This is an optimization exercise on Yosys and OpenROAD, whose aim is small area and a short achievable clock period, not a production implementation. Where RTL was checked, it was by simulation tests only, not by an equivalence proof against the original. No functional check of the RTL was part of run 2.

## flow/design.v (module list and top-level ports; edited modules follow where they fit)
// module cordic: 3098 lines
module cordic (
    input  wire        clk,
    input  wire        rst,
    input  wire        valid_i,
    input  wire signed [16:0] x_i,
    input  wire signed [16:0] y_i,
    output wire        valid_o,
    output wire signed [16:0] x_o,
    output wire signed [16:0] y_o
    );
  // ...
==> flow/run.sh <==
#!/bin/bash
# synth_recipe.tcl (not shown) runs the flow's synth.tcl, then flattens the netlist and writes it again
# the make line also repeats each setting of config.mk as NAME=value (left out here)
make -C /OpenROAD-flow-scripts/flow DESIGN_CONFIG=/design/flow/config.mk WORK_HOME=/design/flow/orfs CLKGATE_MAP_FILE= SYNTH_SCRIPT=/design/flow/synth_recipe.tcl finish
==> flow/config.mk <==
export PLATFORM = sky130hd
export DESIGN_NAME = cordic
export DESIGN_NICKNAME = cordic
export VERILOG_FILES = /design/flow/design.v
export SDC_FILE = /design/flow/constraint.sdc
export NUM_CORES = 4
export LEC_CHECK = 0
export CAP_MARGIN = 20
export CORE_MARGIN = 2
export CORE_UTILIZATION = 40
export SETUP_SLACK_MARGIN = 1.5
export SLEW_MARGIN = 20
==> flow/constraint.sdc <==
create_clock -name core_clock -period 4.6 [get_ports {clk}]
set_input_delay 0.9200 -clock core_clock [delete_from_list [all_inputs] [get_ports {clk}]]
set_output_delay 0.9200 -clock core_clock [all_outputs]
set_load 0.01 [all_outputs]
==> out/qor.yml, run 1 <==
ys_async_sr_fraction: 0
final-hold-violation-count: 0
final_nets: 4314
r2r-start: "rd_a"
cts_max_level: 3
status: "finished clean"
crit_buf_inv: 1
worstSetupStartpoint: "rd_a"
clock.fmax_mhz: 305.1
gp_congestion: 0.8191
synth-xor-area-share: 0.1424
worstMarginPinSlew_ps: 756.2
crit_path_end_kind: "flop"
synth_ff_type: "dfxtp_1"
cts_setup_buffers: 63
final_cell_mix: "555 x dfxtp_1, 437 x inv_1, 414 x ha_1"
syn_avg_cell_area_um2: 10.25
ios: 72
post-synth-top-area-cell: "dfxtp_1"
register_area_um2: 11570
max_stage_delay_ps: 530
syn_inst: 3398
grt_pass1_wl_mm: 125.0
hold_slack_ps: 435.6
fillCellCount: 8042
postPlaceCellArea_um2: 37220
final.setup_skew_ps: 31.28
numCtsBuffers: 68
drive_above_1_share: 0.1214
final.clkbuf_count: 90
path_clk_slew_ps: 60
synthMuxAreaShare: 0.004851
min_path_type: "flop to flop"
die-height_um: 299.0
final_common_cell: "dfxtp_1"
critical_path_class: "flop to flop"
vias_per_cell: 4.805
==> run 2, diff against run 1 <==
--- a/flow/design.v
+++ b/flow/design.v
@@ -119,16 +119,17 @@
     assign nx0_s[9] = nx0_s_p[10] ^ nx0_s_G5_9;
     assign nx0_s[10] = nx0_s_p[11] ^ nx0_s_G6_10;
     assign nx0_s[11] = nx0_s_p[12] ^ nx0_s_G4_11;
     assign nx0_s[12] = nx0_s_p[13] ^ nx0_s_G6_12;
     assign nx0_s[13] = nx0_s_p[14] ^ nx0_s_G5_13;
     assign nx0_s[14] = nx0_s_p[15] ^ nx0_s_G6_14;
     assign nx0_s[15] = nx0_s_p[16] ^ nx0_s_G3_15;
     assign nx0_s[16] = nx0_s_p[17] ^ nx0_s_G6_16;
+    wire nx0_s_cm = nx0_s_G6_16;   
     assign nx0 = nx0_s;
     wire [16:0] ny0_b = xs0 ^ {17{d0}};
     wire [16:0] ny0_s;
     wire [17:0] ny0_s_p, ny0_s_g;
     assign ny0_s_g[0] = d0;
     assign ny0_s_p[0] = 1'b0;
     assign ny0_s_p[1] = y0[0] ^ ny0_b[0];
     assign ny0_s_g[1] = y0[0] & ny0_b[0];
@@ -217,30 +218,32 @@
     assign ny0_s[9] = ny0_s_p[10] ^ ny0_s_G5_9;
     assign ny0_s[10] = ny0_s_p[11] ^ ny0_s_G6_10;
     assign ny0_s[11] = ny0_s_p[12] ^ ny0_s_G4_11;
     assign ny0_s[12] = ny0_s_p[13] ^ ny0_s_G6_12;
     assign ny0_s[13] = ny0_s_p[14] ^ ny0_s_G5_13;
     assign ny0_s[14] = ny0_s_p[15] ^ ny0_s_G6_14;
     assign ny0_s[15] = ny0_s_p[16] ^ ny0_s_G3_15;
     assign ny0_s[16] = ny0_s_p[17] ^ ny0_s_G6_16;
+    wire ny0_s_cm = ny0_s_G6_16;   
     assign ny0 = ny0_s;
     reg [16:0] rx0, ry0;
-    reg rd0;
-    always @(posedge clk) begin rx0 <= nx0; ry0 <= ny0; rd0 <= ~ny0[16] & (|ny0[15:0]); end
+    reg rs0;
+    always @(posedge clk) begin rx0 <= nx0; ry0 <= ny0; rs0 <= ~ny0[16]; end
     wire [16:0] x1, y1, xs1, ys1, nx1, ny1;
     wire d1;
     assign x1 = rx0; assign y1 = ry0;
-    assign d1 = rd0;
+    wire z1 = ~|y1;
+    assign d1 = rs0 & ~z1;
     assign xs1 = {{1{x1[16]}}, x1[16:1]};
     assign ys1 = {{1{y1[16]}}, y1[16:1]};
-    wire [16:0] nx1_b = ys1 ^ {17{~d1}};
+    wire [16:0] nx1_b = ys1 ^ {17{~rs0}};
     wire [16:0] nx1_s;
     wire [17:0] nx1_s_p, nx1_s_g;
-    assign nx1_s_g[0] = ~d1;
+    assign nx1_s_g[0] = ~rs0;
     assign nx1_s_p[0] = 1'b0;
     assign nx1_s_p[1] = x1[0] ^ nx1_b[0];
     assign nx1_s_g[1] = x1[0] & nx1_b[0];
     assign nx1_s_p[2] = x1[1] ^ nx1_b[1];
     assign nx1_s_g[2] = x1[1] & nx1_b[1];
     assign nx1_s_p[3] = x1[2] ^ nx1_b[2];
     assign nx1_s_g[3] = x1[2] & nx1_b[2];
     assign nx1_s_p[4] = x1[3] ^ nx1_b[3];
@@ -324,16 +327,17 @@
     assign nx1_s[9] = nx1_s_p[10] ^ nx1_s_G5_9;
     assign nx1_s[10] = nx1_s_p[11] ^ nx1_s_G6_10;
     assign nx1_s[11] = nx1_s_p[12] ^ nx1_s_G4_11;
     assign nx1_s[12] = nx1_s_p[13] ^ nx1_s_G6_12;
     assign nx1_s[13] = nx1_s_p[14] ^ nx1_s_G5_13;
     assign nx1_s[14] = nx1_s_p[15] ^ nx1_s_G6_14;
     assign nx1_s[15] = nx1_s_p[16] ^ nx1_s_G3_15;
     assign nx1_s[16] = nx1_s_p[17] ^ nx1_s_G6_16;
+    wire nx1_s_cm = nx1_s_G6_16;   
     assign nx1 = nx1_s;
     wire [16:0] ny1_b = xs1 ^ {17{d1}};
     wire [16:0] ny1_s;
     wire [17:0] ny1_s_p, ny1_s_g;
     assign ny1_s_g[0] = d1;
     assign ny1_s_p[0] = 1'b0;
     assign ny1_s_p[1] = y1[0] ^ ny1_b[0];
     assign ny1_s_g[1] = y1[0] & ny1_b[0];
@@ -422,30 +426,32 @@
     assign ny1_s[9] = ny1_s_p[10] ^ ny1_s_G5_9;
     assign ny1_s[10] = ny1_s_p[11] ^ ny1_s_G6_10;
     assign ny1_s[11] = ny1_s_p[12] ^ ny1_s_G4_11;
     assign ny1_s[12] = ny1_s_p[13] ^ ny1_s_G6_12;
     assign ny1_s[13] = ny1_s_p[14] ^ ny1_s_G5_13;
     assign ny1_s[14] = ny1_s_p[15] ^ ny1_s_G6_14;
     assign ny1_s[15] = ny1_s_p[16] ^ ny1_s_G3_15;
     assign ny1_s[16] = ny1_s_p[17] ^ ny1_s_G6_16;
+    wire ny1_s_cm = ny1_s_G6_16;   
     assign ny1 = ny1_s;
     reg [16:0] rx1, ry1;
-    reg rd1;
-    always @(posedge clk) begin rx1 <= nx1; ry1 <= ny1; rd1 <= ~ny1[16] & (|ny1[15:0]); end
+    reg rs1;
+    always @(posedge clk) begin rx1 <= nx1; ry1 <= ny1; rs1 <= ~ny1[16]; end
     wire [16:0] x2, y2, xs2, ys2, nx2, ny2;
     wire d2;
     assign x2 = rx1; assign y2 = ry1;
-    assign d2 = rd1;
+    wire z2 = ~|y2;
+    assign d2 = rs1 & ~z2;
     assign xs2 = {{2{x2[16]}}, x2[16:2]};
     assign ys2 = {{2{y2[16]}}, y2[16:2]};
-    wire [16:0] nx2_b = ys2 ^ {17{~d2}};
+    wire [16:0] nx2_b = ys2 ^ {17{~rs1}};
     wire [16:0] nx2_s;
     wire [17:0] nx2_s_p, nx2_s_g;
-    assign nx2_s_g[0] = ~d2;
+    assign nx2_s_g[0] = ~rs1;
     assign nx2_s_p[0] = 1'b0;
     assign nx2_s_p[1] = x2[0] ^ nx2_b[0];
     assign nx2_s_g[1] = x2[0] & nx2_b[0];
     assign nx2_s_p[2] = x2[1] ^ nx2_b[1];
     assign nx2_s_g[2] = x2[1] & nx2_b[1];
     assign nx2_s_p[3] = x2[2] ^ nx2_b[2];
     assign nx2_s_g[3] = x2[2] & nx2_b[2];
     assign nx2_s_p[4] = x2[3] ^ nx2_b[3];
@@ -529,16 +535,17 @@
     assign nx2_s[9] = nx2_s_p[10] ^ nx2_s_G5_9;
     assign nx2_s[10] = nx2_s_p[11] ^ nx2_s_G6_10;
     assign nx2_s[11] = nx2_s_p[12] ^ nx2_s_G4_11;
     assign nx2_s[12] = nx2_s_p[13] ^ nx2_s_G6_12;
     assign nx2_s[13] = nx2_s_p[14] ^ nx2_s_G5_13;
     assign nx2_s[14] = nx2_s_p[15] ^ nx2_s_G6_14;
     assign nx2_s[15] = nx2_s_p[16] ^ nx2_s_G3_15;
     assign nx2_s[16] = nx2_s_p[17] ^ nx2_s_G6_16;
+    wire nx2_s_cm = nx2_s_G6_16;   
     assign nx2 = nx2_s;
     wire [16:0] ny2_b = xs2 ^ {17{d2}};
     wire [16:0] ny2_s;
     wire [17:0] ny2_s_p, ny2_s_g;
     assign ny2_s_g[0] = d2;
     assign ny2_s_p[0] = 1'b0;
     assign ny2_s_p[1] = y2[0] ^ ny2_b[0];
     assign ny2_s_g[1] = y2[0] & ny2_b[0];
@@ -627,30 +634,32 @@
     assign ny2_s[9] = ny2_s_p[10] ^ ny2_s_G5_9;
     assign ny2_s[10] = ny2_s_p[11] ^ ny2_s_G6_10;
     assign ny2_s[11] = ny2_s_p[12] ^ ny2_s_G4_11;
     assign ny2_s[12] = ny2_s_p[13] ^ ny2_s_G6_12;
     assign ny2_s[13] = ny2_s_p[14] ^ ny2_s_G5_13;
     assign ny2_s[14] = ny2_s_p[15] ^ ny2_s_G6_14;
     assign ny2_s[15] = ny2_s_p[16] ^ ny2_s_G3_15;
     assign ny2_s[16] = ny2_s_p[17] ^ ny2_s_G6_16;
+    wire ny2_s_cm = ny2_s_G6_16;   
     assign ny2 = ny2_s;
     reg [16:0] rx2, ry2;
-    reg rd2;
-    always @(posedge clk) begin rx2 <= nx2; ry2 <= ny2; rd2 <= ~ny2[16] & (|ny2[15:0]); end
+    reg rs2;
+    always @(posedge clk) begin rx2 <= nx2; ry2 <= ny2; rs2 <= ~ny2[16]; end
     wire [16:0] x3, y3, xs3, ys3, nx3, ny3;
     wire d3;
     assign x3 = rx2; assign y3 = ry2;
-    assign d3 = rd2;
+    wire z3 = ~|y3;
+    assign d3 = rs2 & ~z3;
     assign xs3 = {{3{x3[16]}}, x3[16:3]};
     assign ys3 = {{3{y3[16]}}, y3[16:3]};
-    wire [16:0] nx3_b = ys3 ^ {17{~d3}};
+    wire [16:0] nx3_b = ys3 ^ {17{~rs2}};
     wire [16:0] nx3_s;
     wire [17:0] nx3_s_p, nx3_s_g;
-    assign nx3_s_g[0] = ~d3;
+    assign nx3_s_g[0] = ~rs2;
     assign nx3_s_p[0] = 1'b0;
     assign nx3_s_p[1] = x3[0] ^ nx3_b[0];
     assign nx3_s_g[1] = x3[0] & nx3_b[0];
     assign nx3_s_p[2] = x3[1] ^ nx3_b[1];
     assign nx3_s_g[2] = x3[1] & nx3_b[1];
     assign nx3_s_p[3] = x3[2] ^ nx3_b[2];
     assign nx3_s_g[3] = x3[2] & nx3_b[2];
     assign nx3_s_p[4] = x3[3] ^ nx3_b[3];
@@ -734,16 +743,17 @@
     assign nx3_s[9] = nx3_s_p[10] ^ nx3_s_G5_9;
     assign nx3_s[10] = nx3_s_p[11] ^ nx3_s_G6_10;
     assign nx3_s[11] = nx3_s_p[12] ^ nx3_s_G4_11;
     assign nx3_s[12] = nx3_s_p[13] ^ nx3_s_G6_12;
     assign nx3_s[13] = nx3_s_p[14] ^ nx3_s_G5_13;
     assign nx3_s[14] = nx3_s_p[15] ^ nx3_s_G6_14;
     assign nx3_s[15] = nx3_s_p[16] ^ nx3_s_G3_15;
     assign nx3_s[16] = nx3_s_p[17] ^ nx3_s_G6_16;
+    wire nx3_s_cm = nx3_s_G6_16;   
     assign nx3 = nx3_s;
     wire [16:0] ny3_b = xs3 ^ {17{d3}};
     wire [16:0] ny3_s;
     wire [17:0] ny3_s_p, ny3_s_g;
     assign ny3_s_g[0] = d3;
     assign ny3_s_p[0] = 1'b0;
     assign ny3_s_p[1] = y3[0] ^ ny3_b[0];
     assign ny3_s_g[1] = y3[0] & ny3_b[0];
@@ -832,30 +842,32 @@
     assign ny3_s[9] = ny3_s_p[10] ^ ny3_s_G5_9;
     assign ny3_s[10] = ny3_s_p[11] ^ ny3_s_G6_10;
     assign ny3_s[11] = ny3_s_p[12] ^ ny3_s_G4_11;
     assign ny3_s[12] = ny3_s_p[13] ^ ny3_s_G6_12;
     assign ny3_s[13] = ny3_s_p[14] ^ ny3_s_G5_13;
     assign ny3_s[14] = ny3_s_p[15] ^ ny3_s_G6_14;
     assign ny3_s[15] = ny3_s_p[16] ^ ny3_s_G3_15;
     assign ny3_s[16] = ny3_s_p[17] ^ ny3_s_G6_16;
+    wire ny3_s_cm = ny3_s_G6_16;   
     assign ny3 = ny3_s;
     reg [16:0] rx3, ry3;
-    reg rd3;
-    always @(posedge clk) begin rx3 <= nx3; ry3 <= ny3; rd3 <= ~ny3[16] & (|ny3[15:0]); end
+    reg rs3;
+    always @(posedge clk) begin rx3 <= nx3; ry3 <= ny3; rs3 <= ~ny3[16]; end
     wire [16:0] x4, y4, xs4, ys4, nx4, ny4;
     wire d4;
     assign x4 = rx3; assign y4 = ry3;
-    assign d4 = rd3;
+    wire z4 = ~|y4;
+    assign d4 = rs3 & ~z4;
     assign xs4 = {{4{x4[16]}}, x4[16:4]};
     assign ys4 = {{4{y4[16]}}, y4[16:4]};
-    wire [16:0] nx4_b = ys4 ^ {17{~d4}};
+    wire [16:0] nx4_b = ys4 ^ {17{~rs3}};
     wire [16:0] nx4_s;
     wire [17:0] nx4_s_p, nx4_s_g;
-    assign nx4_s_g[0] = ~d4;
+    assign nx4_s_g[0] = ~rs3;
     assign nx4_s_p[0] = 1'b0;
     assign nx4_s_p[1] = x4[0] ^ nx4_b[0];
     assign nx4_s_g[1] = x4[0] & nx4_b[0];
     assign nx4_s_p[2] = x4[1] ^ nx4_b[1];
     assign nx4_s_g[2] = x4[1] & nx4_b[1];
     assign nx4_s_p[3] = x4[2] ^ nx4_b[2];
     assign nx4_s_g[3] = x4[2] & nx4_b[2];
     assign nx4_s_p[4] = x4[3] ^ nx4_b[3];
@@ -939,16 +951,17 @@
     assign nx4_s[9] = nx4_s_p[10] ^ nx4_s_G5_9;
     assign nx4_s[10] = nx4_s_p[11] ^ nx4_s_G6_10;
     assign nx4_s[11] = nx4_s_p[12] ^ nx4_s_G4_11;
     assign nx4_s[12] = nx4_s_p[13] ^ nx4_s_G6_12;
     assign nx4_s[13] = nx4_s_p[14] ^ nx4_s_G5_13;
     assign nx4_s[14] = nx4_s_p[15] ^ nx4_s_G6_14;
     assign nx4_s[15] = nx4_s_p[16] ^ nx4_s_G3_15;
     assign nx4_s[16] = nx4_s_p[17] ^ nx4_s_G6_16;
+    wire nx4_s_cm = nx4_s_G6_16;   
     assign nx4 = nx4_s;
     wire [16:0] ny4_b = xs4 ^ {17{d4}};
     wire [16:0] ny4_s;
     wire [17:0] ny4_s_p, ny4_s_g;
     assign ny4_s_g[0] = d4;
     assign ny4_s_p[0] = 1'b0;
     assign ny4_s_p[1] = y4[0] ^ ny4_b[0];
     assign ny4_s_g[1] = y4[0] & ny4_b[0];
@@ -1037,30 +1050,32 @@
     assign ny4_s[9] = ny4_s_p[10] ^ ny4_s_G5_9;
     assign ny4_s[10] = ny4_s_p[11] ^ ny4_s_G6_10;
     assign ny4_s[11] = ny4_s_p[12] ^ ny4_s_G4_11;
     assign ny4_s[12] = ny4_s_p[13] ^ ny4_s_G6_12;
     assign ny4_s[13] = ny4_s_p[14] ^ ny4_s_G5_13;
     assign ny4_s[14] = ny4_s_p[15] ^ ny4_s_G6_14;
     assign ny4_s[15] = ny4_s_p[16] ^ ny4_s_G3_15;
     assign ny4_s[16] = ny4_s_p[17] ^ ny4_s_G6_16;
+    wire ny4_s_cm = ny4_s_G6_16;   
     assign ny4 = ny4_s;
     reg [16:0] rx4, ry4;
-    reg rd4;
-    always @(posedge clk) begin rx4 <= nx4; ry4 <= ny4; rd4 <= ~ny4[16] & (|ny4[15:0]); end
+    reg rs4;
+    always @(posedge clk) begin rx4 <= nx4; ry4 <= ny4; rs4 <= ~ny4[16]; end
     wire [16:0] x5, y5, xs5, ys5, nx5, ny5;
     wire d5;
     assign x5 = rx4; assign y5 = ry4;
-    assign d5 = rd4;
+    wire z5 = ~|y5;
+    assign d5 = rs4 & ~z5;
     assign xs5 = {{5{x5[16]}}, x5[16:5]};
     assign ys5 = {{5{y5[16]}}, y5[16:5]};
-    wire [16:0] nx5_b = ys5 ^ {17{~d5}};
+    wire [16:0] nx5_b = ys5 ^ {17{~rs4}};
     wire [16:0] nx5_s;
     wire [17:0] nx5_s_p, nx5_s_g;
-    assign nx5_s_g[0] = ~d5;
+    assign nx5_s_g[0] = ~rs4;
     assign nx5_s_p[0] = 1'b0;
     assign nx5_s_p[1] = x5[0] ^ nx5_b[0];
     assign nx5_s_g[1] = x5[0] & nx5_b[0];
     assign nx5_s_p[2] = x5[1] ^ nx5_b[1];
     assign nx5_s_g[2] = x5[1] & nx5_b[1];
     assign nx5_s_p[3] = x5[2] ^ nx5_b[2];
     assign nx5_s_g[3] = x5[2] & nx5_b[2];
     assign nx5_s_p[4] = x5[3] ^ nx5_b[3];
@@ -1144,16 +1159,17 @@
     assign nx5_s[9] = nx5_s_p[10] ^ nx5_s_G5_9;
     assign nx5_s[10] = nx5_s_p[11] ^ nx5_s_G6_10;
     assign nx5_s[11] = nx5_s_p[12] ^ nx5_s_G4_11;
     assign nx5_s[12] = nx5_s_p[13] ^ nx5_s_G6_12;
     assign nx5_s[13] = nx5_s_p[14] ^ nx5_s_G5_13;
     assign nx5_s[14] = nx5_s_p[15] ^ nx5_s_G6_14;
     assign nx5_s[15] = nx5_s_p[16] ^ nx5_s_G3_15;
     assign nx5_s[16] = nx5_s_p[17] ^ nx5_s_G6_16;
+    wire nx5_s_cm = nx5_s_G6_16;   
     assign nx5 = nx5_s;
     wire [16:0] ny5_b = xs5 ^ {17{d5}};
     wire [16:0] ny5_s;
     wire [17:0] ny5_s_p, ny5_s_g;
     assign ny5_s_g[0] = d5;
     assign ny5_s_p[0] = 1'b0;
     assign ny5_s_p[1] = y5[0] ^ ny5_b[0];
     assign ny5_s_g[1] = y5[0] & ny5_b[0];
@@ -1242,30 +1258,32 @@
     assign ny5_s[9] = ny5_s_p[10] ^ ny5_s_G5_9;
     assign ny5_s[10] = ny5_s_p[11] ^ ny5_s_G6_10;
     assign ny5_s[11] = ny5_s_p[12] ^ ny5_s_G4_11;
     assign ny5_s[12] = ny5_s_p[13] ^ ny5_s_G6_12;
     assign ny5_s[13] = ny5_s_p[14] ^ ny5_s_G5_13;
     assign ny5_s[14] = ny5_s_p[15] ^ ny5_s_G6_14;
     assign ny5_s[15] = ny5_s_p[16] ^ ny5_s_G3_15;
     assign ny5_s[16] = ny5_s_p[17] ^ ny5_s_G6_16;
+    wire ny5_s_cm = ny5_s_G6_16;   
     assign ny5 = ny5_s;
     reg [16:0] rx5, ry5;
-    reg rd5;
-    always @(posedge clk) begin rx5 <= nx5; ry5 <= ny5; rd5 <= ~ny5[16] & (|ny5[15:0]); end
+    reg rs5;
+    always @(posedge clk) begin rx5 <= nx5; ry5 <= ny5; rs5 <= ~ny5[16]; end
     wire [16:0] x6, y6, xs6, ys6, nx6, ny6;
     wire d6;
     assign x6 = rx5; assign y6 = ry5;
-    assign d6 = rd5;
+    wire z6 = ~|y6;
+    assign d6 = rs5 & ~z6;
     assign xs6 = {{6{x6[16]}}, x6[16:6]};
     assign ys6 = {{6{y6[16]}}, y6[16:6]};
-    wire [16:0] nx6_b = ys6 ^ {17{~d6}};
+    wire [16:0] nx6_b = ys6 ^ {17{~rs5}};
     wire [16:0] nx6_s;
     wire [17:0] nx6_s_p, nx6_s_g;
-    assign nx6_s_g[0] = ~d6;
+    assign nx6_s_g[0] = ~rs5;
     assign nx6_s_p[0] = 1'b0;
     assign nx6_s_p[1] = x6[0] ^ nx6_b[0];
     assign nx6_s_g[1] = x6[0] & nx6_b[0];
     assign nx6_s_p[2] = x6[1] ^ nx6_b[1];
     assign nx6_s_g[2] = x6[1] & nx6_b[1];
     assign nx6_s_p[3] = x6[2] ^ nx6_b[2];
     assign nx6_s_g[3] = x6[2] & nx6_b[2];
     assign nx6_s_p[4] = x6[3] ^ nx6_b[3];
@@ -1349,16 +1367,17 @@
     assign nx6_s[9] = nx6_s_p[10] ^ nx6_s_G5_9;
     assign nx6_s[10] = nx6_s_p[11] ^ nx6_s_G6_10;
     assign nx6_s[11] = nx6_s_p[12] ^ nx6_s_G4_11;
     assign nx6_s[12] = nx6_s_p[13] ^ nx6_s_G6_12;
     assign nx6_s[13] = nx6_s_p[14] ^ nx6_s_G5_13;
     assign nx6_s[14] = nx6_s_p[15] ^ nx6_s_G6_14;
     assign nx6_s[15] = nx6_s_p[16] ^ nx6_s_G3_15;
     assign nx6_s[16] = nx6_s_p[17] ^ nx6_s_G6_16;
+    wire nx6_s_cm = nx6_s_G6_16;   
     assign nx6 = nx6_s;
     wire [16:0] ny6_b = xs6 ^ {17{d6}};
     wire [16:0] ny6_s;
     wire [17:0] ny6_s_p, ny6_s_g;
     assign ny6_s_g[0] = d6;
     assign ny6_s_p[0] = 1'b0;
     assign ny6_s_p[1] = y6[0] ^ ny6_b[0];
     assign ny6_s_g[1] = y6[0] & ny6_b[0];
@@ -1447,30 +1466,32 @@
     assign ny6_s[9] = ny6_s_p[10] ^ ny6_s_G5_9;
     assign ny6_s[10] = ny6_s_p[11] ^ ny6_s_G6_10;
     assign ny6_s[11] = ny6_s_p[12] ^ ny6_s_G4_11;
     assign ny6_s[12] = ny6_s_p[13] ^ ny6_s_G6_12;
     assign ny6_s[13] = ny6_s_p[14] ^ ny6_s_G5_13;
     assign ny6_s[14] = ny6_s_p[15] ^ ny6_s_G6_14;
     assign ny6_s[15] = ny6_s_p[16] ^ ny6_s_G3_15;
     assign ny6_s[16] = ny6_s_p[17] ^ ny6_s_G6_16;
+    wire ny6_s_cm = ny6_s_G6_16;   
     assign ny6 = ny6_s;
     reg [16:0] rx6, ry6;
-    reg rd6;
-    always @(posedge clk) begin rx6 <= nx6; ry6 <= ny6; rd6 <= ~ny6[16] & (|ny6[15:0]); end
+    reg rs6;
+    always @(posedge clk) begin rx6 <= nx6; ry6 <= ny6; rs6 <= ~ny6[16]; end
     wire [16:0] x7, y7, xs7, ys7, nx7, ny7;
     wire d7;
     assign x7 = rx6; assign y7 = ry6;
-    assign d7 = rd6;
+    wire z7 = ~|y7;
+    assign d7 = rs6 & ~z7;
     assign xs7 = {{7{x7[16]}}, x7[16:7]};
     assign ys7 = {{7{y7[16]}}, y7[16:7]};
-    wire [16:0] nx7_b = ys7 ^ {17{~d7}};
+    wire [16:0] nx7_b = ys7 ^ {17{~rs6}};
     wire [16:0] nx7_s;
     wire [17:0] nx7_s_p, nx7_s_g;
-    assign nx7_s_g[0] = ~d7;
+    assign nx7_s_g[0] = ~rs6;
     assign nx7_s_p[0] = 1'b0;
     assign nx7_s_p[1] = x7[0] ^ nx7_b[0];
     assign nx7_s_g[1] = x7[0] & nx7_b[0];
     assign nx7_s_p[2] = x7[1] ^ nx7_b[1];
     assign nx7_s_g[2] = x7[1] & nx7_b[1];
     assign nx7_s_p[3] = x7[2] ^ nx7_b[2];
     assign nx7_s_g[3] = x7[2] & nx7_b[2];
     assign nx7_s_p[4] = x7[3] ^ nx7_b[3];
@@ -1554,16 +1575,17 @@
     assign nx7_s[9] = nx7_s_p[10] ^ nx7_s_G5_9;
     assign nx7_s[10] = nx7_s_p[11] ^ nx7_s_G6_10;
     assign nx7_s[11] = nx7_s_p[12] ^ nx7_s_G4_11;
     assign nx7_s[12] = nx7_s_p[13] ^ nx7_s_G6_12;
     assign nx7_s[13] = nx7_s_p[14] ^ nx7_s_G5_13;
     assign nx7_s[14] = nx7_s_p[15] ^ nx7_s_G6_14;
     assign nx7_s[15] = nx7_s_p[16] ^ nx7_s_G3_15;
     assign nx7_s[16] = nx7_s_p[17] ^ nx7_s_G6_16;
+    wire nx7_s_cm = nx7_s_G6_16;   
     assign nx7 = nx7_s;
     wire [16:0] ny7_b = xs7 ^ {17{d7}};
     wire [16:0] ny7_s;
     wire [17:0] ny7_s_p, ny7_s_g;
     assign ny7_s_g[0] = d7;
     assign ny7_s_p[0] = 1'b0;
     assign ny7_s_p[1] = y7[0] ^ ny7_b[0];
     assign ny7_s_g[1] = y7[0] & ny7_b[0];
@@ -1652,30 +1674,32 @@
     assign ny7_s[9] = ny7_s_p[10] ^ ny7_s_G5_9;
     assign ny7_s[10] = ny7_s_p[11] ^ ny7_s_G6_10;
     assign ny7_s[11] = ny7_s_p[12] ^ ny7_s_G4_11;
     assign ny7_s[12] = ny7_s_p[13] ^ ny7_s_G6_12;
     assign ny7_s[13] = ny7_s_p[14] ^ ny7_s_G5_13;
     assign ny7_s[14] = ny7_s_p[15] ^ ny7_s_G6_14;
     assign ny7_s[15] = ny7_s_p[16] ^ ny7_s_G3_15;
     assign ny7_s[16] = ny7_s_p[17] ^ ny7_s_G6_16;
+    wire ny7_s_cm = ny7_s_G6_16;   
     assign ny7 = ny7_s;
     reg [16:0] rx7, ry7;
-    reg rd7;
-    always @(posedge clk) begin rx7 <= nx7; ry7 <= ny7; rd7 <= ~ny7[16] & (|ny7[15:0]); end
+    reg rs7;
+    always @(posedge clk) begin rx7 <= nx7; ry7 <= ny7; rs7 <= ~ny7[16]; end
     wire [16:0] x8, y8, xs8, ys8, nx8, ny8;
     wire d8;
     assign x8 = rx7; assign y8 = ry7;
-    assign d8 = rd7;
+    wire z8 = ~|y8;
+    assign d8 = rs7 & ~z8;
     assign xs8 = {{8{x8[16]}}, x8[16:8]};
     assign ys8 = {{8{y8[16]}}, y8[16:8]};
-    wire [16:0] nx8_b = ys8 ^ {17{~d8}};
+    wire [16:0] nx8_b = ys8 ^ {17{~rs7}};
     wire [16:0] nx8_s;
     wire [17:0] nx8_s_p, nx8_s_g;
-    assign nx8_s_g[0] = ~d8;
+    assign nx8_s_g[0] = ~rs7;
     assign nx8_s_p[0] = 1'b0;
     assign nx8_s_p[1] = x8[0] ^ nx8_b[0];
     assign nx8_s_g[1] = x8[0] & nx8_b[0];
     assign nx8_s_p[2] = x8[1] ^ nx8_b[1];
     assign nx8_s_g[2] = x8[1] & nx8_b[1];
     assign nx8_s_p[3] = x8[2] ^ nx8_b[2];
     assign nx8_s_g[3] = x8[2] & nx8_b[2];
     assign nx8_s_p[4] = x8[3] ^ nx8_b[3];
@@ -1759,16 +1783,17 @@
     assign nx8_s[9] = nx8_s_p[10] ^ nx8_s_G5_9;
     assign nx8_s[10] = nx8_s_p[11] ^ nx8_s_G6_10;
     assign nx8_s[11] = nx8_s_p[12] ^ nx8_s_G4_11;
     assign nx8_s[12] = nx8_s_p[13] ^ nx8_s_G6_12;
     assign nx8_s[13] = nx8_s_p[14] ^ nx8_s_G5_13;
     assign nx8_s[14] = nx8_s_p[15] ^ nx8_s_G6_14;
     assign nx8_s[15] = nx8_s_p[16] ^ nx8_s_G3_15;
     assign nx8_s[16] = nx8_s_p[17] ^ nx8_s_G6_16;
+    wire nx8_s_cm = nx8_s_G6_16;   
     assign nx8 = nx8_s;
     wire [16:0] ny8_b = xs8 ^ {17{d8}};
     wire [16:0] ny8_s;
     wire [17:0] ny8_s_p, ny8_s_g;
     assign ny8_s_g[0] = d8;
     assign ny8_s_p[0] = 1'b0;
     assign ny8_s_p[1] = y8[0] ^ ny8_b[0];
     assign ny8_s_g[1] = y8[0] & ny8_b[0];
@@ -1857,30 +1882,32 @@
     assign ny8_s[9] = ny8_s_p[10] ^ ny8_s_G5_9;
     assign ny8_s[10] = ny8_s_p[11] ^ ny8_s_G6_10;
     assign ny8_s[11] = ny8_s_p[12] ^ ny8_s_G4_11;
     assign ny8_s[12] = ny8_s_p[13] ^ ny8_s_G6_12;
     assign ny8_s[13] = ny8_s_p[14] ^ ny8_s_G5_13;
     assign ny8_s[14] = ny8_s_p[15] ^ ny8_s_G6_14;
     assign ny8_s[15] = ny8_s_p[16] ^ ny8_s_G3_15;
     assign ny8_s[16] = ny8_s_p[17] ^ ny8_s_G6_16;
+    wire ny8_s_cm = ny8_s_G6_16;   
     assign ny8 = ny8_s;
     reg [16:0] rx8, ry8;
-    reg rd8;
-    always @(posedge clk) begin rx8 <= nx8; ry8 <= ny8; rd8 <= ~ny8[16] & (|ny8[15:0]); end
+    reg rs8;
+    always @(posedge clk) begin rx8 <= nx8; ry8 <= ny8; rs8 <= ~ny8[16]; end
     wire [16:0] x9, y9, xs9, ys9, nx9, ny9;
     wire d9;
     assign x9 = rx8; assign y9 = ry8;
-    assign d9 = rd8;
+    wire z9 = ~|y9;
+    assign d9 = rs8 & ~z9;
     assign xs9 = {{9{x9[16]}}, x9[16:9]};
     assign ys9 = {{9{y9[16]}}, y9[16:9]};
-    wire [16:0] nx9_b = ys9 ^ {17{~d9}};
+    wire [16:0] nx9_b = ys9 ^ {17{~rs8}};
     wire [16:0] nx9_s;
     wire [17:0] nx9_s_p, nx9_s_g;
-    assign nx9_s_g[0] = ~d9;
+    assign nx9_s_g[0] = ~rs8;
     assign nx9_s_p[0] = 1'b0;
     assign nx9_s_p[1] = x9[0] ^ nx9_b[0];
     assign nx9_s_g[1] = x9[0] & nx9_b[0];
     assign nx9_s_p[2] = x9[1] ^ nx9_b[1];
     assign nx9_s_g[2] = x9[1] & nx9_b[1];
     assign nx9_s_p[3] = x9[2] ^ nx9_b[2];
     assign nx9_s_g[3] = x9[2] & nx9_b[2];
     assign nx9_s_p[4] = x9[3] ^ nx9_b[3];
@@ -1964,16 +1991,17 @@
     assign nx9_s[9] = nx9_s_p[10] ^ nx9_s_G5_9;
     assign nx9_s[10] = nx9_s_p[11] ^ nx9_s_G6_10;
     assign nx9_s[11] = nx9_s_p[12] ^ nx9_s_G4_11;
     assign nx9_s[12] = nx9_s_p[13] ^ nx9_s_G6_12;
     assign nx9_s[13] = nx9_s_p[14] ^ nx9_s_G5_13;
     assign nx9_s[14] = nx9_s_p[15] ^ nx9_s_G6_14;
     assign nx9_s[15] = nx9_s_p[16] ^ nx9_s_G3_15;
     assign nx9_s[16] = nx9_s_p[17] ^ nx9_s_G6_16;
+    wire nx9_s_cm = nx9_s_G6_16;   
     assign nx9 = nx9_s;
     wire [16:0] ny9_b = xs9 ^ {17{d9}};
     wire [16:0] ny9_s;
     wire [17:0] ny9_s_p, ny9_s_g;
     assign ny9_s_g[0] = d9;
     assign ny9_s_p[0] = 1'b0;
     assign ny9_s_p[1] = y9[0] ^ ny9_b[0];
     assign ny9_s_g[1] = y9[0] & ny9_b[0];
@@ -2062,30 +2090,32 @@
     assign ny9_s[9] = ny9_s_p[10] ^ ny9_s_G5_9;
     assign ny9_s[10] = ny9_s_p[11] ^ ny9_s_G6_10;
     assign ny9_s[11] = ny9_s_p[12] ^ ny9_s_G4_11;
     assign ny9_s[12] = ny9_s_p[13] ^ ny9_s_G6_12;
     assign ny9_s[13] = ny9_s_p[14] ^ ny9_s_G5_13;
     assign ny9_s[14] = ny9_s_p[15] ^ ny9_s_G6_14;
     assign ny9_s[15] = ny9_s_p[16] ^ ny9_s_G3_15;
     assign ny9_s[16] = ny9_s_p[17] ^ ny9_s_G6_16;
+    wire ny9_s_cm = ny9_s_G6_16;   
     assign ny9 = ny9_s;
     reg [16:0] rx9, ry9;
-    reg rd9;
-    always @(posedge clk) begin rx9 <= nx9; ry9 <= ny9; rd9 <= ~ny9[16] & (|ny9[15:0]); end
+    reg rs9;
+    always @(posedge clk) begin rx9 <= nx9; ry9 <= ny9; rs9 <= ~ny9[16]; end
     wire [16:0] x10, y10, xs10, ys10, nx10, ny10;
     wire d10;
     assign x10 = rx9; assign y10 = ry9;
-    assign d10 = rd9;
+    wire z10 = ~|y10;
+    assign d10 = rs9 & ~z10;
     assign xs10 = {{10{x10[16]}}, x10[16:10]};
     assign ys10 = {{10{y10[16]}}, y10[16:10]};
-    wire [16:0] nx10_b = ys10 ^ {17{~d10}};
+    wire [16:0] nx10_b = ys10 ^ {17{~rs9}};
     wire [16:0] nx10_s;
     wire [17:0] nx10_s_p, nx10_s_g;
-    assign nx10_s_g[0] = ~d10;
+    assign nx10_s_g[0] = ~rs9;
     assign nx10_s_p[0] = 1'b0;
     assign nx10_s_p[1] = x10[0] ^ nx10_b[0];
     assign nx10_s_g[1] = x10[0] & nx10_b[0];
     assign nx10_s_p[2] = x10[1] ^ nx10_b[1];
     assign nx10_s_g[2] = x10[1] & nx10_b[1];
     assign nx10_s_p[3] = x10[2] ^ nx10_b[2];
     assign nx10_s_g[3] = x10[2] & nx10_b[2];
     assign nx10_s_p[4] = x10[3] ^ nx10_b[3];
@@ -2169,16 +2199,17 @@
     assign nx10_s[9] = nx10_s_p[10] ^ nx10_s_G5_9;
     assign nx10_s[10] = nx10_s_p[11] ^ nx10_s_G6_10;
     assign nx10_s[11] = nx10_s_p[12] ^ nx10_s_G4_11;
     assign nx10_s[12] = nx10_s_p[13] ^ nx10_s_G6_12;
     assign nx10_s[13] = nx10_s_p[14] ^ nx10_s_G5_13;
     assign nx10_s[14] = nx10_s_p[15] ^ nx10_s_G6_14;
     assign nx10_s[15] = nx10_s_p[16] ^ nx10_s_G3_15;
     assign nx10_s[16] = nx10_s_p[17] ^ nx10_s_G6_16;
+    wire nx10_s_cm = nx10_s_G6_16;   
     assign nx10 = nx10_s;
     wire [16:0] ny10_b = xs10 ^ {17{d10}};
     wire [16:0] ny10_s;
     wire [17:0] ny10_s_p, ny10_s_g;
     assign ny10_s_g[0] = d10;
     assign ny10_s_p[0] = 1'b0;
     assign ny10_s_p[1] = y10[0] ^ ny10_b[0];
     assign ny10_s_g[1] = y10[0] & ny10_b[0];
@@ -2267,30 +2298,32 @@
     assign ny10_s[9] = ny10_s_p[10] ^ ny10_s_G5_9;
     assign ny10_s[10] = ny10_s_p[11] ^ ny10_s_G6_10;
     assign ny10_s[11] = ny10_s_p[12] ^ ny10_s_G4_11;
     assign ny10_s[12] = ny10_s_p[13] ^ ny10_s_G6_12;
     assign ny10_s[13] = ny10_s_p[14] ^ ny10_s_G5_13;
     assign ny10_s[14] = ny10_s_p[15] ^ ny10_s_G6_14;
     assign ny10_s[15] = ny10_s_p[16] ^ ny10_s_G3_15;
     assign ny10_s[16] = ny10_s_p[17] ^ ny10_s_G6_16;
+    wire ny10_s_cm = ny10_s_G6_16;   
     assign ny10 = ny10_s;
     reg [16:0] rx10, ry10;
-    reg rd10;
-    always @(posedge clk) begin rx10 <= nx10; ry10 <= ny10; rd10 <= ~ny10[16] & (|ny10[15:0]); end
+    reg rs10;
+    always @(posedge clk) begin rx10 <= nx10; ry10 <= ny10; rs10 <= ~ny10[16]; end
     wire [16:0] x11, y11, xs11, ys11, nx11, ny11;
     wire d11;
     assign x11 = rx10; assign y11 = ry10;
-    assign d11 = rd10;
+    wire z11 = ~|y11;
+    assign d11 = rs10 & ~z11;
     assign xs11 = {{11{x11[16]}}, x11[16:11]};
     assign ys11 = {{11{y11[16]}}, y11[16:11]};
-    wire [16:0] nx11_b = ys11 ^ {17{~d11}};
+    wire [16:0] nx11_b = ys11 ^ {17{~rs10}};
     wire [16:0] nx11_s;
     wire [17:0] nx11_s_p, nx11_s_g;
-    assign nx11_s_g[0] = ~d11;
+    assign nx11_s_g[0] = ~rs10;
     assign nx11_s_p[0] = 1'b0;
     assign nx11_s_p[1] = x11[0] ^ nx11_b[0];
     assign nx11_s_g[1] = x11[0] & nx11_b[0];
     assign nx11_s_p[2] = x11[1] ^ nx11_b[1];
     assign nx11_s_g[2] = x11[1] & nx11_b[1];
     assign nx11_s_p[3] = x11[2] ^ nx11_b[2];
     assign nx11_s_g[3] = x11[2] & nx11_b[2];
     assign nx11_s_p[4] = x11[3] ^ nx11_b[3];
@@ -2374,16 +2407,17 @@
     assign nx11_s[9] = nx11_s_p[10] ^ nx11_s_G5_9;
     assign nx11_s[10] = nx11_s_p[11] ^ nx11_s_G6_10;
     assign nx11_s[11] = nx11_s_p[12] ^ nx11_s_G4_11;
     assign nx11_s[12] = nx11_s_p[13] ^ nx11_s_G6_12;
     assign nx11_s[13] = nx11_s_p[14] ^ nx11_s_G5_13;
     assign nx11_s[14] = nx11_s_p[15] ^ nx11_s_G6_14;
     assign nx11_s[15] = nx11_s_p[16] ^ nx11_s_G3_15;
     assign nx11_s[16] = nx11_s_p[17] ^ nx11_s_G6_16;
+    wire nx11_s_cm = nx11_s_G6_16;   
     assign nx11 = nx11_s;
     wire [16:0] ny11_b = xs11 ^ {17{d11}};
     wire [16:0] ny11_s;
     wire [17:0] ny11_s_p, ny11_s_g;
     assign ny11_s_g[0] = d11;
     assign ny11_s_p[0] = 1'b0;
     assign ny11_s_p[1] = y11[0] ^ ny11_b[0];
     assign ny11_s_g[1] = y11[0] & ny11_b[0];
@@ -2472,30 +2506,32 @@
     assign ny11_s[9] = ny11_s_p[10] ^ ny11_s_G5_9;
     assign ny11_s[10] = ny11_s_p[11] ^ ny11_s_G6_10;
     assign ny11_s[11] = ny11_s_p[12] ^ ny11_s_G4_11;
     assign ny11_s[12] = ny11_s_p[13] ^ ny11_s_G6_12;
     assign ny11_s[13] = ny11_s_p[14] ^ ny11_s_G5_13;
     assign ny11_s[14] = ny11_s_p[15] ^ ny11_s_G6_14;
     assign ny11_s[15] = ny11_s_p[16] ^ ny11_s_G3_15;
     assign ny11_s[16] = ny11_s_p[17] ^ ny11_s_G6_16;
+    wire ny11_s_cm = ny11_s_G6_16;   
     assign ny11 = ny11_s;
     reg [16:0] rx11, ry11;
-    reg rd11;
-    always @(posedge clk) begin rx11 <= nx11; ry11 <= ny11; rd11 <= ~ny11[16] & (|ny11[15:0]); end
+    reg rs11;
+    always @(posedge clk) begin rx11 <= nx11; ry11 <= ny11; rs11 <= ~ny11[16]; end
     wire [16:0] x12, y12, xs12, ys12, nx12, ny12;
     wire d12;
     assign x12 = rx11; assign y12 = ry11;
-    assign d12 = rd11;
+    wire z12 = ~|y12;
+    assign d12 = rs11 & ~z12;
     assign xs12 = {{12{x12[16]}}, x12[16:12]};
     assign ys12 = {{12{y12[16]}}, y12[16:12]};
-    wire [16:0] nx12_b = ys12 ^ {17{~d12}};
+    wire [16:0] nx12_b = ys12 ^ {17{~rs11}};
     wire [16:0] nx12_s;
     wire [17:0] nx12_s_p, nx12_s_g;
-    assign nx12_s_g[0] = ~d12;
+    assign nx12_s_g[0] = ~rs11;
     assign nx12_s_p[0] = 1'b0;
     assign nx12_s_p[1] = x12[0] ^ nx12_b[0];
     assign nx12_s_g[1] = x12[0] & nx12_b[0];
     assign nx12_s_p[2] = x12[1] ^ nx12_b[1];
     assign nx12_s_g[2] = x12[1] & nx12_b[1];
     assign nx12_s_p[3] = x12[2] ^ nx12_b[2];
     assign nx12_s_g[3] = x12[2] & nx12_b[2];
     assign nx12_s_p[4] = x12[3] ^ nx12_b[3];
@@ -2579,16 +2615,17 @@
     assign nx12_s[9] = nx12_s_p[10] ^ nx12_s_G5_9;
     assign nx12_s[10] = nx12_s_p[11] ^ nx12_s_G6_10;
     assign nx12_s[11] = nx12_s_p[12] ^ nx12_s_G4_11;
     assign nx12_s[12] = nx12_s_p[13] ^ nx12_s_G6_12;
     assign nx12_s[13] = nx12_s_p[14] ^ nx12_s_G5_13;
     assign nx12_s[14] = nx12_s_p[15] ^ nx12_s_G6_14;
     assign nx12_s[15] = nx12_s_p[16] ^ nx12_s_G3_15;
     assign nx12_s[16] = nx12_s_p[17] ^ nx12_s_G6_16;
+    wire nx12_s_cm = nx12_s_G6_16;   
     assign nx12 = nx12_s;
     wire [16:0] ny12_b = xs12 ^ {17{d12}};
     wire [16:0] ny12_s;
     wire [17:0] ny12_s_p, ny12_s_g;
     assign ny12_s_g[0] = d12;
     assign ny12_s_p[0] = 1'b0;
     assign ny12_s_p[1] = y12[0] ^ ny12_b[0];
     assign ny12_s_g[1] = y12[0] & ny12_b[0];
@@ -2677,30 +2714,32 @@
     assign ny12_s[9] = ny12_s_p[10] ^ ny12_s_G5_9;
     assign ny12_s[10] = ny12_s_p[11] ^ ny12_s_G6_10;
     assign ny12_s[11] = ny12_s_p[12] ^ ny12_s_G4_11;
     assign ny12_s[12] = ny12_s_p[13] ^ ny12_s_G6_12;
     assign ny12_s[13] = ny12_s_p[14] ^ ny12_s_G5_13;
     assign ny12_s[14] = ny12_s_p[15] ^ ny12_s_G6_14;
     assign ny12_s[15] = ny12_s_p[16] ^ ny12_s_G3_15;
     assign ny12_s[16] = ny12_s_p[17] ^ ny12_s_G6_16;
+    wire ny12_s_cm = ny12_s_G6_16;   
     assign ny12 = ny12_s;
     reg [16:0] rx12, ry12;
-    reg rd12;
-    always @(posedge clk) begin rx12 <= nx12; ry12 <= ny12; rd12 <= ~ny12[16] & (|ny12[15:0]); end
+    reg rs12;
+    always @(posedge clk) begin rx12 <= nx12; ry12 <= ny12; rs12 <= ~ny12[16]; end
     wire [16:0] x13, y13, xs13, ys13, nx13, ny13;
     wire d13;
     assign x13 = rx12; assign y13 = ry12;
-    assign d13 = rd12;
+    wire z13 = ~|y13;
+    assign d13 = rs12 & ~z13;
     assign xs13 = {{13{x13[16]}}, x13[16:13]};
     assign ys13 = {{13{y13[16]}}, y13[16:13]};
-    wire [16:0] nx13_b = ys13 ^ {17{~d13}};
+    wire [16:0] nx13_b = ys13 ^ {17{~rs12}};
     wire [16:0] nx13_s;
     wire [17:0] nx13_s_p, nx13_s_g;
-    assign nx13_s_g[0] = ~d13;
+    assign nx13_s_g[0] = ~rs12;
     assign nx13_s_p[0] = 1'b0;
     assign nx13_s_p[1] = x13[0] ^ nx13_b[0];
     assign nx13_s_g[1] = x13[0] & nx13_b[0];
     assign nx13_s_p[2] = x13[1] ^ nx13_b[1];
     assign nx13_s_g[2] = x13[1] & nx13_b[1];
     assign nx13_s_p[3] = x13[2] ^ nx13_b[2];
     assign nx13_s_g[3] = x13[2] & nx13_b[2];
     assign nx13_s_p[4] = x13[3] ^ nx13_b[3];
@@ -2784,16 +2823,17 @@
     assign nx13_s[9] = nx13_s_p[10] ^ nx13_s_G5_9;
     assign nx13_s[10] = nx13_s_p[11] ^ nx13_s_G6_10;
     assign nx13_s[11] = nx13_s_p[12] ^ nx13_s_G4_11;
     assign nx13_s[12] = nx13_s_p[13] ^ nx13_s_G6_12;
     assign nx13_s[13] = nx13_s_p[14] ^ nx13_s_G5_13;
     assign nx13_s[14] = nx13_s_p[15] ^ nx13_s_G6_14;
     assign nx13_s[15] = nx13_s_p[16] ^ nx13_s_G3_15;
     assign nx13_s[16] = nx13_s_p[17] ^ nx13_s_G6_16;
+    wire nx13_s_cm = nx13_s_G6_16;   
     assign nx13 = nx13_s;
     wire [16:0] ny13_b = xs13 ^ {17{d13}};
     wire [16:0] ny13_s;
     wire [17:0] ny13_s_p, ny13_s_g;
     assign ny13_s_g[0] = d13;
     assign ny13_s_p[0] = 1'b0;
     assign ny13_s_p[1] = y13[0] ^ ny13_b[0];
     assign ny13_s_g[1] = y13[0] & ny13_b[0];
@@ -2882,30 +2922,32 @@
     assign ny13_s[9] = ny13_s_p[10] ^ ny13_s_G5_9;
     assign ny13_s[10] = ny13_s_p[11] ^ ny13_s_G6_10;
     assign ny13_s[11] = ny13_s_p[12] ^ ny13_s_G4_11;
     assign ny13_s[12] = ny13_s_p[13] ^ ny13_s_G6_12;
     assign ny13_s[13] = ny13_s_p[14] ^ ny13_s_G5_13;
     assign ny13_s[14] = ny13_s_p[15] ^ ny13_s_G6_14;
     assign ny13_s[15] = ny13_s_p[16] ^ ny13_s_G3_15;
     assign ny13_s[16] = ny13_s_p[17] ^ ny13_s_G6_16;
+    wire ny13_s_cm = ny13_s_G6_16;   
     assign ny13 = ny13_s;
     reg [16:0] rx13, ry13;
-    reg rd13;
-    always @(posedge clk) begin rx13 <= nx13; ry13 <= ny13; rd13 <= ~ny13[16] & (|ny13[15:0]); end
+    reg rs13;
+    always @(posedge clk) begin rx13 <= nx13; ry13 <= ny13; rs13 <= ~ny13[16]; end
     wire [16:0] x14, y14, xs14, ys14, nx14, ny14;
     wire d14;
     assign x14 = rx13; assign y14 = ry13;
-    assign d14 = rd13;
+    wire z14 = ~|y14;
+    assign d14 = rs13 & ~z14;
     assign xs14 = {{14{x14[16]}}, x14[16:14]};
     assign ys14 = {{14{y14[16]}}, y14[16:14]};
-    wire [16:0] nx14_b = ys14 ^ {17{~d14}};
+    wire [16:0] nx14_b = ys14 ^ {17{~rs13}};
     wire [16:0] nx14_s;
     wire [17:0] nx14_s_p, nx14_s_g;
-    assign nx14_s_g[0] = ~d14;
+    assign nx14_s_g[0] = ~rs13;
     assign nx14_s_p[0] = 1'b0;
     assign nx14_s_p[1] = x14[0] ^ nx14_b[0];
     assign nx14_s_g[1] = x14[0] & nx14_b[0];
     assign nx14_s_p[2] = x14[1] ^ nx14_b[1];
     assign nx14_s_g[2] = x14[1] & nx14_b[1];
     assign nx14_s_p[3] = x14[2] ^ nx14_b[2];
     assign nx14_s_g[3] = x14[2] & nx14_b[2];
     assign nx14_s_p[4] = x14[3] ^ nx14_b[3];
@@ -2989,16 +3031,17 @@
     assign nx14_s[9] = nx14_s_p[10] ^ nx14_s_G5_9;
     assign nx14_s[10] = nx14_s_p[11] ^ nx14_s_G6_10;
     assign nx14_s[11] = nx14_s_p[12] ^ nx14_s_G4_11;
     assign nx14_s[12] = nx14_s_p[13] ^ nx14_s_G6_12;
     assign nx14_s[13] = nx14_s_p[14] ^ nx14_s_G5_13;
     assign nx14_s[14] = nx14_s_p[15] ^ nx14_s_G6_14;
     assign nx14_s[15] = nx14_s_p[16] ^ nx14_s_G3_15;
     assign nx14_s[16] = nx14_s_p[17] ^ nx14_s_G6_16;
+    wire nx14_s_cm = nx14_s_G6_16;   
     assign nx14 = nx14_s;
     wire [16:0] ny14_b = xs14 ^ {17{d14}};
     wire [16:0] ny14_s;
     wire [17:0] ny14_s_p, ny14_s_g;
     assign ny14_s_g[0] = d14;
     assign ny14_s_p[0] = 1'b0;
     assign ny14_s_p[1] = y14[0] ^ ny14_b[0];
     assign ny14_s_g[1] = y14[0] & ny14_b[0];
@@ -3087,14 +3130,15 @@
     assign ny14_s[9] = ny14_s_p[10] ^ ny14_s_G5_9;
     assign ny14_s[10] = ny14_s_p[11] ^ ny14_s_G6_10;
     assign ny14_s[11] = ny14_s_p[12] ^ ny14_s_G4_11;
     assign ny14_s[12] = ny14_s_p[13] ^ ny14_s_G6_12;
     assign ny14_s[13] = ny14_s_p[14] ^ ny14_s_G5_13;
     assign ny14_s[14] = ny14_s_p[15] ^ ny14_s_G6_14;
     assign ny14_s[15] = ny14_s_p[16] ^ ny14_s_G3_15;
     assign ny14_s[16] = ny14_s_p[17] ^ ny14_s_G6_16;
+    wire ny14_s_cm = ny14_s_G6_16;   
     assign ny14 = ny14_s;
     reg [16:0] rx14, ry14;
     always @(posedge clk) begin rx14 <= nx14; ry14 <= ny14; end
     assign x_o = rx14;
     assign y_o = ry14;
 endmodule
==> flow/flow/run.sh (new file) <==
#!/bin/bash
# The standard layout (standard.sh: ORFS from synthesis to the final layout), with one change:
# ADDER_MAP_FILE is empty, so ORFS's synthesis skips Yosys's full/half adder extraction and abc maps
# the adders' logic like the rest. Everything else, including the registers, is the standard flow.
set -euo pipefail
cd "$(dirname "$0")/.."
export ADDER_MAP_FILE=
bash standard.sh > standard.log 2>&1
==> flow/standard.sh (new file) <==
#!/bin/bash
# synth_recipe.tcl (not shown) runs the flow's synth.tcl, then flattens the netlist and writes it again
# the make line also repeats each setting of config.mk as NAME=value (left out here)
make -C /OpenROAD-flow-scripts/flow DESIGN_CONFIG=/design/flow/config.mk WORK_HOME=/design/flow/orfs CLKGATE_MAP_FILE= SYNTH_SCRIPT=/design/flow/synth_recipe.tcl "${@:-finish}"
==> flow/config.mk (replaced) <==
export PLATFORM = sky130hd
export DESIGN_NAME = cordic
export DESIGN_NICKNAME = cordic
export VERILOG_FILES = /design/flow/design.v
export SDC_FILE = /design/flow/constraint.sdc
export NUM_CORES = 4
export LEC_CHECK = 0
export ABC_AREA = 1
export CAP_MARGIN = 20
export CORE_MARGIN = 2
export CORE_UTILIZATION = 40
export CTS_CLUSTER_DIAMETER = 120
export CTS_CLUSTER_SIZE = 20
export SETUP_SLACK_MARGIN = 2.0
export SLEW_MARGIN = 20
removed: flow/run.sh
==> run 2 against run 1 <==
Against the previous run:
- sequential cell count unchanged
- register-to-register slack improved by 810 ps
- global-route usage grew 0.24 points
- first-iteration DRC count rose by 110%
- area after synthesis grew 4.6%
- count of clock-buffer cells in the layout fell by 53
- highest routed layer unchanged
==> out/qor.yml, run 2 <==
cpMostUsedCell: "nand2_2"
final_nets: 5743  # was 4,314
ant_nets: 0  # unchanged
ys_warn_count: 1  # unchanged
ys_async_sr_fraction: 0  # unchanged
final-hold-violation-count: 0  # unchanged
ios: 72  # unchanged
grt_pass1_wl_mm: 138.6  # was 125.0 mm
reg2reg_to: "rs2"  # was rd0
syn_avg_cell_area_um2: 6.622  # was 10.25 µm²
path_clk_slew_ps: 80  # was 60 ps
fp-row-count: 110  # was 108
die-height_um: 305.8  # was 299.0 µm
post-synth-top-area-cell: "dfxtp_1"  # unchanged
yosys.area.top_type_share: 0.3160  # was 0.3306
synth.distinct_cells: 54  # unchanged
slew-limit-headroom: 0.6317  # was 0.4941
whs_path_depth: 2  # was 1
crit_fanout: 7  # was 8
maxCapViolCount: 0  # unchanged
clkSinkCount: 575  # unchanged
synth_common_cells: "1,849 x nand2_1, 778 x inv_1, 575 x dfxtp_1"  # was 575 x dfxtp_1, 439 x inv_1, 423 x ha_1
drt-pass1-iter-count: 7  # was 5
hp-start: "vp[7]"  # was vp[2]
numCtsBuffers: 35  # was 68
grt_pass1_vias: 28681  # was 24,413
synth_nets: 5538  # was 4,098
crit_slowest_cell: "dfxtp_4"  # was fa_1
crit_path_end_kind: "flop"  # unchanged
synth_fa_ha_area_frac: 0.0002748  # was 0.2900
final.setup_skew_ps: 39.61  # was 31.28 ps
io_buffers: 71  # unchanged
core_area_um2: 90150  # was 86,480 µm²
die_width_um: 305.8  # was 299.0 µm
setup_violations: 0  # unchanged
r2r_setup_slack_ps: 2140  # was 1320 ps
gp_congestion: 0.8603  # was 0.8191
setup_total_negative_slack_ps: 0  # unchanged
wl_mm: 85.82  # was 76.52 mm
crit_chain: "or2_4 > nor2_4 > nand3_4 > nand2_8 > clkinvlp_4 > nand2_1 > nand2_1 > or2_0 > nand2_1 > inv_1 > nand2_2 > nor3_2 > nand2_2 > nand2_2 > nand2_2 > nand2_2 > nand2_2 > nand2_2"  # was xor2_1 > ha_1 > nand2_1 > nor3b_2 > nor4_2 > o31ai_2 > o21ai_2 > o21a_1 > fa_1 > inv_1 > or4_4 > nor4_4 > a31oi_1
crit_arrival_ps: 2940  # was 3760 ps
wire_per_inst_um: 12.46  # was 15.88 µm
r2r-start: "ry1[0]"  # was rd_a
fin_crit_ps: 2464  # was 3277 ps
antenna_cells: 0  # unchanged
syn_area_um2: 36430  # was 34,820 µm²
yosys.area_share.simple: 0.3414  # was 0.08319
dp_hpwl_mm: 65.40  # was 61.91 mm
drive_above_1_share: 0.1440  # was 0.1214
grtUsageTotal: 0.1760  # was 0.1736
cts_root_buf: "clkbuf_16"  # unchanged
synth_seq_cells: 575  # unchanged
vias_per_cell: 4.594  # was 4.805
max_stage_delay_ps: 360  # was 530 ps
final_cell_mix: "1,741 x nand2_1, 759 x inv_1, 526 x xor2_1"  # was 555 x dfxtp_1, 437 x inv_1, 414 x ha_1
hold_end: "vp[8]"  # was vp[3]
num_vias: 31634  # was 23,161
synth-compound-area-share: 0.06090  # was 0.09739
cts_tree: "done"  # unchanged
area_growth_pct: 15.01  # was 18.63%
layout.cells.non_filler: 6886  # was 4,820
post-route-drc-count: 0  # unchanged
final_common_cell: "nand2_1"  # was dfxtp_1
synth_top_family_by_area: "simple AND/OR/NAND/NOR gates"  # was adder cells
design.die.area_um2: 93500  # was 89,420 µm²
dp.cells: 6682  # was 4,605
grt_antenna_before_repair: 1  # was 0
cts_max_level: 2  # was 3
grt_max_degree: 25  # was 22
critical_path_class: "flop to flop"  # unchanged
synthMuxAreaShare: 0  # was 0.004851
min_path_type: "flop to flop"  # unchanged
status: "finished clean"  # unchanged
synth_area_leaders: "dfxtp_1 32%, nand2_1 19%, xor2_1 13%"  # was dfxtp_1 33%, ha_1 15%, fa_1 14%
r2r_cells: 18  # was 13
synth_ff_type: "dfxtp_1"  # unchanged
initial_core_util: 0.4041  # was 0.4026
clock.fmax_mhz: 405.9  # was 305.1 MHz
syn_inst: 5501  # was 3,398
drtIter0Drc: 1649  # was 785
worstMarginPinSlew_ps: 545.4  # was 756.2 ps
period_share: 0.5356  # was 0.7125
cp.required_ps: 5080  # was 5090 ps
crit_family: "simple AND/OR/NAND/NOR gates"  # unchanged
synth_most_common_cell: "nand2_1"  # was dfxtp_1
crit_buf_inv: 2  # was 1
slew_viol_final: 0  # unchanged
synth-xor-area-share: 0.1845  # was 0.1424
rsz0062_at_grt: "true"  # unchanged
synth_edf_count: 0  # unchanged
ys_seq_area_frac: 0.3160  # was 0.3306
overflow: 0  # unchanged
clock_latency_ps: 590  # was 620 ps
clockBufferDepth: 3  # unchanged
cts_hold_buffers: 0  # unchanged
start_kind: "flop"  # unchanged
run 2: what timing repair did:
item / 4_1_cts / 5_1_grt
cloned: 2 / 11
pin swaps: 9 / 124
buffers inserted: 26 / 124
setup endpoints to repair: 185 / 204
gates resized for setup: 67 / 421
run 2: layer usage:
layer,track usage,wire [µm],vias to the layer above,part of all wire
li1,-,-,17194,-
met1,0.2406,42190,13962,0.49
met2,0.2987,39290,377,0.46
met3,0.01796,2644,101,0.031
met4,0.03872,1689,0,0.020
met5,0,0,-,0
run 2: layout make-up:
class | count | area [µm²]
clock buffers | 37 | 914.6
clock inverters | 4 | 52.55
fillers | 9103 | 48250
inverters | 797 | 3013
multi-input cells | 4067 | 22670
flip-flops and latches | 575 | 11710
well taps | 1176 | 1471
repair buffers | 230 | 2061
run 2: worst min-delay path, stage by stage, from the launching register on:
cell and delay (ps):
dfxtp_1 300, inv_1 40, nor2_1 30
run 2: per-stage QoR:
step	setup WS, ps	hold WS [ps]	cell area (µm²)	utilization
floorplan	2108	388.3	36430	-
finish	2136	404.7	41900	0.4647
global placement	1192	389.9	38130	0.4230
global route	1906	414.4	41900	0.4647
detailed placement	1270	394.5	38130	0.4230
CTS	2003	405.7	39590	0.4392
run 2: cell families after synthesis:
kind of cell / Yosys count
AO/OA/AOI/OAI: 374
buffers and inverters: 871
AND/OR/NAND/NOR: 2929
adder cells (fa/ha/maj): 1
flip-flops: 575
XOR/XNOR: 751
run 2: worst max-delay path by stage:
stage | startpoint | to | slack, ps | cells past startpoint
floorplan | x_i[1] | rx_a[15] | 2110 | 16
global placement | x_i[1] | rx_a[15] | 1190 | 17
detailed placement | x_i[1] | rx_a[15] | 1270 | 17
CTS | rs6 | rx7[16] | 2000 | 14
global route | y_i[0] | ry_a[15] | 1910 | 14
finish | ry1[0] | rs2 | 2140 | 18

## static timing again, ports no longer ideal
How much do the figures lean on ideal ports? The routed layouts below were timed once more, with nothing changed but the port constraints.
Step 1, drivers: a clkbuf_16 drives clk and a buf_2 each remaining input, both assumed.
Step 2 also shifts input and output timing later by t, the mid clock arrival at the registers, as if the neighbouring blocks saw the same clock.
Slacks: no drivers / after step 1 / after step 2; pairs: no drivers / after step 1.
run | shift t [ns] | slack for setup (ns) | worst setup path at the end
run 1 | 0.663 | 1.323 / 1.323 / 1.323 | register to register
run 2 | 0.635 | 2.136 / 2.115 / 1.577 | input to register
After both steps every run listed still meets setup and hold. The setup slack of run 2, which loses most, moves by -0.021 ns with the drivers and by -0.559 ns with both steps.
